This design comes from an exercise in tuning for a short achievable clock period and few clock cycles on the open sky130 flow, not from production work. Only simulation tests tie the RTL to the original design; equivalence was not proved.

==> run G: inputs <==
==> flow/design.v <==
module CPUCore(
input clk,
input Reset,
output wire [15:0] mem_addr,
output wire        mem_we,
output wire [15:0] mem_wdata,
input  wire [15:0] mem_rdata
);
localparam CW = 9;             
localparam CN = 1 << CW;
localparam TW = 16 - CW;
localparam QD = 4;             
localparam FL = 3;             
localparam FD = 8;             
integer k, kq;
reg [15:0] pa, pwd;
reg        pwe;
reg        p_fetch, p_load;    
reg [3:0]  p_ldrd;
reg        r_fetch, r_load;    
reg [3:0]  r_ldrd;
reg [15:0] r_addr;
assign mem_addr  = pa;
assign mem_we    = pwe;
assign mem_wdata = pwd;
reg [15:0] regs [0:15];
reg [15:0] PSR;
reg [15:0] rlink [0:7];
reg [3:0]  ridx;
reg [15:0] pend;               
reg [15:0]   cd [0:CN-1];
reg [TW-1:0] ct [0:CN-1];
reg [CN-1:0] cv;
reg [15:0] qpc;
reg [15:0] qi  [0:QD-1];
reg [15:0] qp  [0:QD-1];
reg [QD-1:0] qf;               
reg [TW-1:0] qt [0:QD-1];      
reg [QD-1:0] qc;
reg [QD-1:0] qv;               
integer kv;
always @(*)
	for (kv = 0; kv < QD; kv = kv + 1)
		qv[kv] = qf[kv] || (qc[kv] && qt[kv] == qp[kv][15:CW]);
reg [QD-1:0] qs;               
reg [2:0]  qn;                 
reg [CN-1:0] qoh;              
wire byp = r_fetch && (r_addr == qpc);
reg [15:0]   c_d;
reg [TW-1:0] c_t;
reg          c_v;
integer ko;
always @(*) begin
	c_d = 16'b0; c_t = {TW{1'b0}}; c_v = 1'b0;
	for (ko = 0; ko < CN; ko = ko + 1) begin
		c_d = c_d | (cd[ko] & {16{qoh[ko]}});
		c_t = c_t | (ct[ko] & {TW{qoh[ko]}});
		c_v = c_v | (cv[ko] & qoh[ko]);
	end
end
reg [15:0] fa [0:FD-1];
reg [15:0] fd [0:FD-1];
reg [FD-1:0] fwe, fld;
reg [3:0]  frd [0:FD-1];
reg [2:0]  frp, fwp;
reg [3:0]  fn;
wire [2:0] fwp1 = fwp + 3'd1;
wire [15:0] hi  = qi[0];
wire [15:0] hpc = qp[0];
wire        hv  = (qn != 3'd0) && qv[0];
wire [3:0] op  = hi[15:12];
wire [3:0] rd  = hi[11:8];
wire [3:0] ext = hi[7:4];
wire [3:0] rs  = hi[3:0];
reg [15:0] RA_q, RB_q, lastres;
reg        fA, fB, rdy;
wire [15:0] RA = fA ? lastres : RA_q;
wire [15:0] RB = fB ? lastres : RB_q;
wire is_ls   = (op == 4'b0100) && (ext == 4'b0000 || ext == 4'b0100);
wire is_load = is_ls && (ext == 4'b0000);
wire is_jmp  = (op == 4'b0100) && !is_ls;
wire is_br   = (op == 4'b1100);
wire is_alu  = !(op == 4'b0100) && !is_br;
wire hazard = !is_br && (pend[rd] || pend[rs]);
wire go = hv && rdy && !hazard && (fn <= FD - 2);
reg [3:0]  actl;
reg [15:0] bsrc;
wire [7:0] imm = {ext, rs};
always @(*) begin
	bsrc = 16'b0;
	case (op)
	4'b0101: begin actl = 4'b0101; bsrc = {{8{imm[7]}}, imm}; end
	4'b1001: begin actl = 4'b1001; bsrc = {{8{imm[7]}}, imm}; end
	4'b1011: begin actl = 4'b1011; bsrc = {{8{imm[7]}}, imm}; end
	4'b0001: begin actl = 4'b0001; bsrc = {8'b0, imm}; end
	4'b0010: begin actl = 4'b0010; bsrc = {8'b0, imm}; end
	4'b0011: begin actl = 4'b0011; bsrc = {8'b0, imm}; end
	4'b1101: begin actl = 4'b1101; bsrc = {8'b0, imm}; end
	4'b1000:
		if (ext[2]) actl = 4'b0100;
		else if (ext[0]) begin actl = 4'b0111; bsrc = {{12{rs[3]}}, rs}; end
		else begin actl = 4'b0000; bsrc = {{12{rs[3]}}, rs}; end
	4'b1111: begin actl = 4'b1111; bsrc = {8'b0, imm}; end
	default: begin
		bsrc = RB;
		case (ext)
		4'b0101, 4'b1001, 4'b1011, 4'b0001, 4'b0010, 4'b0011, 4'b1101: actl = ext;
		default: actl = 4'b0000;
		endcase
	end
	endcase
end
reg [15:0] ares;
reg [15:0] psr_n;
reg [16:0] t;
always @(*) begin
	ares = 16'b0;
	psr_n = PSR;
	t = 17'b0;
	case (actl)
	4'b0001: ares = RA & bsrc;
	4'b0010: ares = RA | bsrc;
	4'b0011: ares = RA ^ bsrc;
	4'b1101: ares = bsrc;
	4'b0101: begin
		t = RA + bsrc;
		ares = t[15:0];
		psr_n[0] = t[16];
		psr_n[5] = (RA[15] == bsrc[15]) && (ares[15] != RA[15]);
	end
	4'b1001: begin
		t = RA + (~bsrc + 1);
		ares = t[15:0];
		psr_n[0] = t[16];
		psr_n[5] = (RA[15] != bsrc[15]) && (ares[15] != RA[15]);
	end
	4'b0100: ares = RA;
	4'b0000: ares = RA << bsrc;
	4'b0111: ares = RA >> bsrc;
	4'b1011: begin
		t = RA - bsrc;
		ares = 16'b0;
		psr_n[6] = (t[15:0] == 16'b0);
		psr_n[7] = t[16];
		psr_n[2] = t[15];
	end
	4'b1111: ares = (bsrc << 8) | RA[7:0];
	default: ares = 16'b0;
	endcase
end
wire alu_wb = is_alu && !((op == 4'b0000 && ext == 4'b1011) || op == 4'b1011);
reg cond;
always @(*) begin
	case (rd)
	4'b0000: cond = PSR[6];
	4'b0001: cond = ~PSR[6];
	4'b1101: cond = PSR[7] | PSR[6];
	4'b0010: cond = PSR[0];
	4'b0011: cond = ~PSR[0];
	4'b0100: cond = PSR[2];
	4'b0101: cond = ~PSR[2];
	4'b1010: cond = ~PSR[2] & ~PSR[6];
	4'b1011: cond = PSR[2] | PSR[6];
	4'b0110: cond = PSR[7];
	4'b0111: cond = ~PSR[7];
	4'b1000: cond = PSR[5];
	4'b1001: cond = ~PSR[5];
	4'b1100: cond = ~PSR[7] & ~PSR[6];
	4'b1110: cond = 1'b1;
	default: cond = 1'b0;
	endcase
end
wire [15:0] pc1 = hpc + 16'd1;
wire is_jal  = is_jmp && ext == 4'b1000;
wire is_jc   = is_jmp && ext == 4'b1100;
wire is_ret  = is_jmp && ext == 4'b1111;
wire ret_ok  = (ridx != 4'd0);
wire [2:0]  rtopi = ridx[2:0] - 3'd1;
wire [15:0] rtop = rlink[rtopi];
wire taken = is_br ? cond : (is_jal | (is_jc & cond) | (is_ret & ret_ok));
reg [15:0] tgt;
always @(*) begin
	if (is_br)       tgt = hpc + {{8{ext[3]}}, ext, rs};
	else if (is_ret) tgt = rtop;
	else             tgt = RB;
end
wire [15:0] npc = taken ? tgt : pc1;
wire flush = go && taken;
integer kf;
reg        fsel_any;
reg [1:0]  fsel;
always @(*) begin
	fsel_any = 1'b0; fsel = 2'd0;
	for (kf = FL - 1; kf >= 0; kf = kf - 1)
		if (kf < qn && !qv[kf] && !qs[kf]) begin fsel_any = 1'b1; fsel = kf[1:0]; end
end
wire do_fetch = fsel_any && !flush;
reg fconf;
integer kc;
always @(*) begin
	fconf = 1'b0;
	for (kc = 0; kc < FD; kc = kc + 1)
		if (fa[kc] == RB && fwe[kc] && ((kc - frp) & (FD - 1)) < fn) fconf = 1'b1;
end
wire ld_now   = go && is_load && !fconf && !do_fetch;
wire do_fifo  = !do_fetch && !ld_now && (fn != 4'd0);
reg [15:0] ni [0:QD-1];
reg [15:0] np [0:QD-1];
reg [QD-1:0] nv, ns, nc;
reg [TW-1:0] nt [0:QD-1];
reg [QD-1:0] uv, us;
reg [15:0] ui [0:QD-1];
reg [2:0] nn;
wire push = (qn < QD) && !flush;
wire pop  = go;
always @(*) begin
	for (kq = 0; kq < QD; kq = kq + 1) begin
		uv[kq] = qf[kq];
		ui[kq] = qi[kq];
		us[kq] = qs[kq] || (do_fetch && fsel == kq);
		if (!qf[kq] && r_fetch && qp[kq] == r_addr) begin
			uv[kq] = 1'b1; ui[kq] = mem_rdata;
		end
	end
	for (kq = 0; kq < QD; kq = kq + 1) begin
		if (pop && kq < QD - 1) begin
			ni[kq] = ui[kq+1]; np[kq] = qp[kq+1]; nv[kq] = uv[kq+1]; ns[kq] = us[kq+1];
			nt[kq] = qt[kq+1]; nc[kq] = qc[kq+1];
		end else if (pop) begin
			ni[kq] = ui[kq]; np[kq] = qp[kq]; nv[kq] = 1'b0; ns[kq] = 1'b0;
			nt[kq] = qt[kq]; nc[kq] = 1'b0;
		end else begin
			ni[kq] = ui[kq]; np[kq] = qp[kq]; nv[kq] = uv[kq]; ns[kq] = us[kq];
			nt[kq] = qt[kq]; nc[kq] = qc[kq];
		end
	end
	nn = qn - {2'b0, pop};
	if (push) begin
		for (kq = 0; kq < QD; kq = kq + 1)
			if (kq == nn) begin
				ni[kq] = byp ? mem_rdata : c_d;
				np[kq] = qpc;
				nv[kq] = byp;
				ns[kq] = 1'b0;
				nt[kq] = c_t;
				nc[kq] = c_v;
			end
		nn = nn + 3'd1;
	end
end
wire [15:0] nh  = pop ? qi[1] : qi[0];
wire [3:0]  nrd = nh[11:8];
wire [3:0]  nrs = nh[3:0];
wire ex_wr = go && alu_wb;
always @(posedge clk) begin
	if (!Reset || flush) rdy <= 1'b0;
	else rdy <= pop ? (qn >= 3'd2 && qv[1]) : (qn >= 3'd1 && qv[0]);
	RA_q <= (r_load && r_ldrd == nrd) ? mem_rdata : regs[nrd];
	RB_q <= (r_load && r_ldrd == nrs) ? mem_rdata : regs[nrs];
	fA <= ex_wr && rd == nrd;
	fB <= ex_wr && rd == nrs;
	if (go) lastres <= ares;
end
always @(posedge clk) begin
	if (!Reset) begin
		pa <= 16'h0; pwe <= 1'b0; pwd <= 16'h0;
		p_fetch <= 1'b0; p_load <= 1'b0; p_ldrd <= 4'd0;
		r_fetch <= 1'b1; r_load <= 1'b0; r_ldrd <= 4'd0; r_addr <= 16'h0;
		cv <= {CN{1'b0}};
		qpc <= 16'h0; qoh <= {{(CN-1){1'b0}}, 1'b1}; qn <= 3'd0; qf <= {QD{1'b0}}; qc <= {QD{1'b0}}; qs <= {QD{1'b0}};
		frp <= 2'd0; fwp <= 2'd0; fn <= 3'd0;
		PSR <= 16'h0; ridx <= 4'd0; pend <= 16'h0;
		for (k = 0; k < 16; k = k + 1) regs[k] <= 16'h0;
	end else begin
		r_fetch <= p_fetch; r_load <= p_load; r_ldrd <= p_ldrd; r_addr <= pa;
		if (do_fetch) begin
			pa <= qp[fsel]; pwe <= 1'b0; p_fetch <= 1'b1; p_load <= 1'b0;
		end else if (ld_now) begin
			pa <= RB; pwe <= 1'b0; p_fetch <= 1'b0; p_load <= 1'b1; p_ldrd <= rd;
		end else if (do_fifo) begin
			pa <= fa[frp]; pwe <= fwe[frp]; pwd <= fd[frp];
			p_fetch <= 1'b0; p_load <= fld[frp]; p_ldrd <= frd[frp];
		end else begin
			pwe <= 1'b0; p_fetch <= 1'b0; p_load <= 1'b0;
		end
		if (r_fetch) begin
			cd[r_addr[CW-1:0]] <= mem_rdata;
			ct[r_addr[CW-1:0]] <= r_addr[15:CW];
			cv[r_addr[CW-1:0]] <= 1'b1;
		end
		if (ld_now) begin
			fa[fwp] <= 16'h8000; fd[fwp] <= pc1; fwe[fwp] <= 1'b1; fld[fwp] <= 1'b0;
			fwp <= fwp + 3'd1;
		end else if (go && is_ls) begin
			fa[fwp] <= RB; fd[fwp] <= RA; fwe[fwp] <= !is_load; fld[fwp] <= is_load; frd[fwp] <= rd;
			fa[fwp1] <= 16'h8000; fd[fwp1] <= pc1; fwe[fwp1] <= 1'b1; fld[fwp1] <= 1'b0;
			fwp <= fwp + 3'd2;
		end else if (go) begin
			fa[fwp] <= 16'h8000; fd[fwp] <= npc; fwe[fwp] <= 1'b1; fld[fwp] <= 1'b0;
			fwp <= fwp + 3'd1;
		end
		if (do_fifo) frp <= frp + 3'd1;
		fn <= fn - {3'b0, do_fifo} + (go ? ((is_ls && !ld_now) ? 4'd2 : 4'd1) : 4'd0);
		if (r_load) regs[r_ldrd] <= mem_rdata;
		for (k = 0; k < 16; k = k + 1)
			pend[k] <= (pend[k] && !(r_load && r_ldrd == k)) || (go && is_load && rd == k);
		if (go && is_alu) begin
			PSR <= psr_n & 16'h00E5;
			if (alu_wb) regs[rd] <= ares;
		end
		if (go && is_jal) begin
			if (ridx < 4'd8) begin
				rlink[ridx[2:0]] <= pc1;
				ridx <= ridx + 4'd1;
			end
		end
		if (go && is_ret && ret_ok) ridx <= ridx - 4'd1;
		if (flush) begin
			qpc <= tgt; qoh <= {{(CN-1){1'b0}}, 1'b1} << tgt[CW-1:0]; qn <= 3'd0; qf <= {QD{1'b0}}; qc <= {QD{1'b0}}; qs <= {QD{1'b0}};
		end else begin
			qpc <= qpc + {15'd0, push};
			if (push) qoh <= {qoh[CN-2:0], qoh[CN-1]};
			qn <= nn;
			for (k = 0; k < QD; k = k + 1) begin
				qi[k] <= ni[k]; qp[k] <= np[k]; qt[k] <= nt[k];
			end
			qf <= nv; qc <= nc; qs <= ns;
		end
	end
end
endmodule
==> flow/run.sh <==
#!/bin/bash
# synth_recipe.tcl (not shown) runs the flow's synth.tcl, then flattens the netlist and writes it again
# the make line also repeats each setting of config.mk as NAME=value (left out here)
make -C /OpenROAD-flow-scripts/flow DESIGN_CONFIG=/design/flow/config.mk WORK_HOME=/design/flow/orfs CLKGATE_MAP_FILE= SYNTH_SCRIPT=/design/flow/synth_recipe.tcl finish
==> flow/config.mk <==
export PLATFORM = sky130hd
export DESIGN_NAME = CPUCore
export DESIGN_NICKNAME = CPUCore
export VERILOG_FILES = /design/flow/design.v
export SDC_FILE = /design/flow/constraint.sdc
export NUM_CORES = 4
export LEC_CHECK = 0
export CAP_MARGIN = 20
export CORE_MARGIN = 2
export CORE_UTILIZATION = 40
export PLACE_DENSITY = 0.6
export SETUP_SLACK_MARGIN = 5
export SLEW_MARGIN = 20
export SYNTH_MEMORY_MAX_BITS = 65536
==> flow/constraint.sdc <==
create_clock -name core_clock -period 8.0 [get_ports {clk}]
set_input_delay 1.6000 -clock core_clock [delete_from_list [all_inputs] [get_ports {clk}]]
set_output_delay 1.6000 -clock core_clock [all_outputs]
set_load 0.01 [all_outputs]
==> inputs of run E, as changes to run G <==
--- a/flow/design.v
+++ b/flow/design.v
@@ -8,3 +8,3 @@
 );
-localparam CW = 9;             
+localparam CW = 8;             
 localparam CN = 1 << CW;
@@ -12,5 +12,5 @@
 localparam QD = 4;             
-localparam FL = 3;             
-localparam FD = 8;             
-integer k, kq;
+localparam FL = 4;             
+localparam FD = 4;             
+integer k;
 reg [15:0] pa, pwd;
@@ -36,26 +36,8 @@
 reg [15:0] qp  [0:QD-1];
-reg [QD-1:0] qf;               
-reg [TW-1:0] qt [0:QD-1];      
-reg [QD-1:0] qc;
 reg [QD-1:0] qv;               
-integer kv;
-always @(*)
-	for (kv = 0; kv < QD; kv = kv + 1)
-		qv[kv] = qf[kv] || (qc[kv] && qt[kv] == qp[kv][15:CW]);
 reg [QD-1:0] qs;               
 reg [2:0]  qn;                 
-reg [CN-1:0] qoh;              
+wire [CW-1:0] qidx = qpc[CW-1:0];
+wire hit = cv[qidx] && (ct[qidx] == qpc[15:CW]);
 wire byp = r_fetch && (r_addr == qpc);
-reg [15:0]   c_d;
-reg [TW-1:0] c_t;
-reg          c_v;
-integer ko;
-always @(*) begin
-	c_d = 16'b0; c_t = {TW{1'b0}}; c_v = 1'b0;
-	for (ko = 0; ko < CN; ko = ko + 1) begin
-		c_d = c_d | (cd[ko] & {16{qoh[ko]}});
-		c_t = c_t | (ct[ko] & {TW{qoh[ko]}});
-		c_v = c_v | (cv[ko] & qoh[ko]);
-	end
-end
 reg [15:0] fa [0:FD-1];
@@ -64,5 +46,5 @@
 reg [3:0]  frd [0:FD-1];
-reg [2:0]  frp, fwp;
-reg [3:0]  fn;
-wire [2:0] fwp1 = fwp + 3'd1;
+reg [1:0]  frp, fwp;
+reg [2:0]  fn;
+wire [1:0] fwp1 = fwp + 2'd1;
 wire [15:0] hi  = qi[0];
@@ -74,6 +56,4 @@
 wire [3:0] rs  = hi[3:0];
-reg [15:0] RA_q, RB_q, lastres;
-reg        fA, fB, rdy;
-wire [15:0] RA = fA ? lastres : RA_q;
-wire [15:0] RB = fB ? lastres : RB_q;
+wire [15:0] RA = regs[rd];
+wire [15:0] RB = regs[rs];
 wire is_ls   = (op == 4'b0100) && (ext == 4'b0000 || ext == 4'b0100);
@@ -84,3 +64,3 @@
 wire hazard = !is_br && (pend[rd] || pend[rs]);
-wire go = hv && rdy && !hazard && (fn <= FD - 2);
+wire go = hv && !hazard && (fn <= FD - 2);
 reg [3:0]  actl;
@@ -188,3 +168,2 @@
 wire flush = go && taken;
-integer kf;
 reg        fsel_any;
@@ -193,19 +172,10 @@
 	fsel_any = 1'b0; fsel = 2'd0;
-	for (kf = FL - 1; kf >= 0; kf = kf - 1)
-		if (kf < qn && !qv[kf] && !qs[kf]) begin fsel_any = 1'b1; fsel = kf[1:0]; end
+	for (k = FL - 1; k >= 0; k = k - 1)
+		if (k < qn && !qv[k] && !qs[k]) begin fsel_any = 1'b1; fsel = k; end
 end
 wire do_fetch = fsel_any && !flush;
-reg fconf;
-integer kc;
-always @(*) begin
-	fconf = 1'b0;
-	for (kc = 0; kc < FD; kc = kc + 1)
-		if (fa[kc] == RB && fwe[kc] && ((kc - frp) & (FD - 1)) < fn) fconf = 1'b1;
-end
-wire ld_now   = go && is_load && !fconf && !do_fetch;
-wire do_fifo  = !do_fetch && !ld_now && (fn != 4'd0);
+wire do_fifo  = !do_fetch && (fn != 3'd0);
 reg [15:0] ni [0:QD-1];
 reg [15:0] np [0:QD-1];
-reg [QD-1:0] nv, ns, nc;
-reg [TW-1:0] nt [0:QD-1];
+reg [QD-1:0] nv, ns;
 reg [QD-1:0] uv, us;
@@ -216,20 +186,17 @@
 always @(*) begin
-	for (kq = 0; kq < QD; kq = kq + 1) begin
-		uv[kq] = qf[kq];
-		ui[kq] = qi[kq];
-		us[kq] = qs[kq] || (do_fetch && fsel == kq);
-		if (!qf[kq] && r_fetch && qp[kq] == r_addr) begin
-			uv[kq] = 1'b1; ui[kq] = mem_rdata;
+	for (k = 0; k < QD; k = k + 1) begin
+		uv[k] = qv[k];
+		ui[k] = qi[k];
+		us[k] = qs[k] || (do_fetch && fsel == k);
+		if (!qv[k] && r_fetch && qp[k] == r_addr) begin
+			uv[k] = 1'b1; ui[k] = mem_rdata;
 		end
 	end
-	for (kq = 0; kq < QD; kq = kq + 1) begin
-		if (pop && kq < QD - 1) begin
-			ni[kq] = ui[kq+1]; np[kq] = qp[kq+1]; nv[kq] = uv[kq+1]; ns[kq] = us[kq+1];
-			nt[kq] = qt[kq+1]; nc[kq] = qc[kq+1];
+	for (k = 0; k < QD; k = k + 1) begin
+		if (pop && k < QD - 1) begin
+			ni[k] = ui[k+1]; np[k] = qp[k+1]; nv[k] = uv[k+1]; ns[k] = us[k+1];
 		end else if (pop) begin
-			ni[kq] = ui[kq]; np[kq] = qp[kq]; nv[kq] = 1'b0; ns[kq] = 1'b0;
-			nt[kq] = qt[kq]; nc[kq] = 1'b0;
+			ni[k] = ui[k]; np[k] = qp[k]; nv[k] = 1'b0; ns[k] = 1'b0;
 		end else begin
-			ni[kq] = ui[kq]; np[kq] = qp[kq]; nv[kq] = uv[kq]; ns[kq] = us[kq];
-			nt[kq] = qt[kq]; nc[kq] = qc[kq];
+			ni[k] = ui[k]; np[k] = qp[k]; nv[k] = uv[k]; ns[k] = us[k];
 		end
@@ -238,10 +205,8 @@
 	if (push) begin
-		for (kq = 0; kq < QD; kq = kq + 1)
-			if (kq == nn) begin
-				ni[kq] = byp ? mem_rdata : c_d;
-				np[kq] = qpc;
-				nv[kq] = byp;
-				ns[kq] = 1'b0;
-				nt[kq] = c_t;
-				nc[kq] = c_v;
+		for (k = 0; k < QD; k = k + 1)
+			if (k == nn) begin
+				ni[k] = byp ? mem_rdata : cd[qidx];
+				np[k] = qpc;
+				nv[k] = hit || byp;
+				ns[k] = 1'b0;
 			end
@@ -250,15 +215,2 @@
 end
-wire [15:0] nh  = pop ? qi[1] : qi[0];
-wire [3:0]  nrd = nh[11:8];
-wire [3:0]  nrs = nh[3:0];
-wire ex_wr = go && alu_wb;
-always @(posedge clk) begin
-	if (!Reset || flush) rdy <= 1'b0;
-	else rdy <= pop ? (qn >= 3'd2 && qv[1]) : (qn >= 3'd1 && qv[0]);
-	RA_q <= (r_load && r_ldrd == nrd) ? mem_rdata : regs[nrd];
-	RB_q <= (r_load && r_ldrd == nrs) ? mem_rdata : regs[nrs];
-	fA <= ex_wr && rd == nrd;
-	fB <= ex_wr && rd == nrs;
-	if (go) lastres <= ares;
-end
 always @(posedge clk) begin
@@ -269,3 +221,3 @@
 		cv <= {CN{1'b0}};
-		qpc <= 16'h0; qoh <= {{(CN-1){1'b0}}, 1'b1}; qn <= 3'd0; qf <= {QD{1'b0}}; qc <= {QD{1'b0}}; qs <= {QD{1'b0}};
+		qpc <= 16'h0; qn <= 3'd0; qv <= {QD{1'b0}}; qs <= {QD{1'b0}};
 		frp <= 2'd0; fwp <= 2'd0; fn <= 3'd0;
@@ -277,4 +229,2 @@
 			pa <= qp[fsel]; pwe <= 1'b0; p_fetch <= 1'b1; p_load <= 1'b0;
-		end else if (ld_now) begin
-			pa <= RB; pwe <= 1'b0; p_fetch <= 1'b0; p_load <= 1'b1; p_ldrd <= rd;
 		end else if (do_fifo) begin
@@ -290,15 +240,12 @@
 		end
-		if (ld_now) begin
-			fa[fwp] <= 16'h8000; fd[fwp] <= pc1; fwe[fwp] <= 1'b1; fld[fwp] <= 1'b0;
-			fwp <= fwp + 3'd1;
-		end else if (go && is_ls) begin
+		if (go && is_ls) begin
 			fa[fwp] <= RB; fd[fwp] <= RA; fwe[fwp] <= !is_load; fld[fwp] <= is_load; frd[fwp] <= rd;
 			fa[fwp1] <= 16'h8000; fd[fwp1] <= pc1; fwe[fwp1] <= 1'b1; fld[fwp1] <= 1'b0;
-			fwp <= fwp + 3'd2;
+			fwp <= fwp + 2'd2;
 		end else if (go) begin
 			fa[fwp] <= 16'h8000; fd[fwp] <= npc; fwe[fwp] <= 1'b1; fld[fwp] <= 1'b0;
-			fwp <= fwp + 3'd1;
+			fwp <= fwp + 2'd1;
 		end
-		if (do_fifo) frp <= frp + 3'd1;
-		fn <= fn - {3'b0, do_fifo} + (go ? ((is_ls && !ld_now) ? 4'd2 : 4'd1) : 4'd0);
+		if (do_fifo) frp <= frp + 2'd1;
+		fn <= fn - {2'b0, do_fifo} + (go ? (is_ls ? 3'd2 : 3'd1) : 3'd0);
 		if (r_load) regs[r_ldrd] <= mem_rdata;
@@ -318,11 +265,10 @@
 		if (flush) begin
-			qpc <= tgt; qoh <= {{(CN-1){1'b0}}, 1'b1} << tgt[CW-1:0]; qn <= 3'd0; qf <= {QD{1'b0}}; qc <= {QD{1'b0}}; qs <= {QD{1'b0}};
+			qpc <= tgt; qn <= 3'd0; qv <= {QD{1'b0}}; qs <= {QD{1'b0}};
 		end else begin
 			qpc <= qpc + {15'd0, push};
-			if (push) qoh <= {qoh[CN-2:0], qoh[CN-1]};
 			qn <= nn;
 			for (k = 0; k < QD; k = k + 1) begin
-				qi[k] <= ni[k]; qp[k] <= np[k]; qt[k] <= nt[k];
+				qi[k] <= ni[k]; qp[k] <= np[k];
 			end
-			qf <= nv; qc <= nc; qs <= ns;
+			qv <= nv; qs <= ns;
 		end
Settings changed: ABC_CLOCK_PERIOD_IN_PS set to 4000, SETUP_SLACK_MARGIN 5 to 3.5.
==> qor summary <==
Result of the run: run E complete, no violations; run G did not finish
Stage where the flow stopped: run E -; run G global routing (5_1_grt)
Post-synthesis share of cell area spent on full adders, half adders and majority gates: run E 0.00384; run G 0.00290
Cell Area, Placed: run E 0.307 mm^2; run G 0.580 mm^2
Weighted congestion reported at the end of routability-driven placement: run E 0.893; run G 1.31
Maximum level of the CTS H-tree: run E 6; run G 7
Die X-Extent: run E 857 um; run G 1150 um
Number of instances in the synthesized netlist: run E 14800; run G 33100
Yosys warnings: run E 8; run G 11
Multiplexer fraction of the synthesized cell area: run E 0.186; run G 0.0133
Number of buffers added by the clock tree synthesis step: run E 735; run G 1554
Number of flops mapped to enable cells by yosys: run E 6744; run G 12500
Total nets after synthesis: run E 14900; run G 33200
Post-cts gate resize count: run E 478; run G 6737
CTS Sinks: run E 7194; run G 13800
Xor-xnor portion of the synthesized cell area: run E 0.00475; run G 0.00545
Std-Cell Rows: run E 313; run G 419
Placed wire-length estimate: run E 493000 um; run G 3850000 um
Mapped Avg Cell Area: run E 19.7 um^2; run G 15.8 um^2
Sequential element share of the synthesized area: run E 0.727; run G 0.770
Yosys top cell area share: run E 0.696; run G 0.719
Cell area after synthesis: run E 0.291 mm^2; run G 0.522 mm^2
Fraction of the mapped netlist area in compound gates: run E 0.0257; run G 0.131
Testbench counts of run G, summed over its fixed seeds: cycles 147,732.
Testbench counts of run E, summed over its fixed seeds: cycles 160,147.

what the ideal ports hide:
In the flow no input, the clock included, has a driving cell. The finished layout below was timed again as built, in two steps.
Step 1 assumes that a clkbuf_16 drives the clock port and a buf_2 every other input.
Step 2, shift: input delay + t, output delay - t, t = (earliest + latest rising clock arrival at the registers) / 2. This alone moves slack from input paths to output paths.
Slacks: ideal ports / drivers / drivers and shift; pairs: ideal ports / drivers.
run: run E
shift t [ns]: 1.228
slack for setup (ns): 3.280 / 3.280 / 2.338
worst register clock-pin slew, ns: 0.07 / 0.07
pins driven straight from the clock port: 1
After both steps setup and hold are still met in run E. For run E, drivers alone change the setup slack by 0.000 ns; drivers and shift together by -0.942 ns.
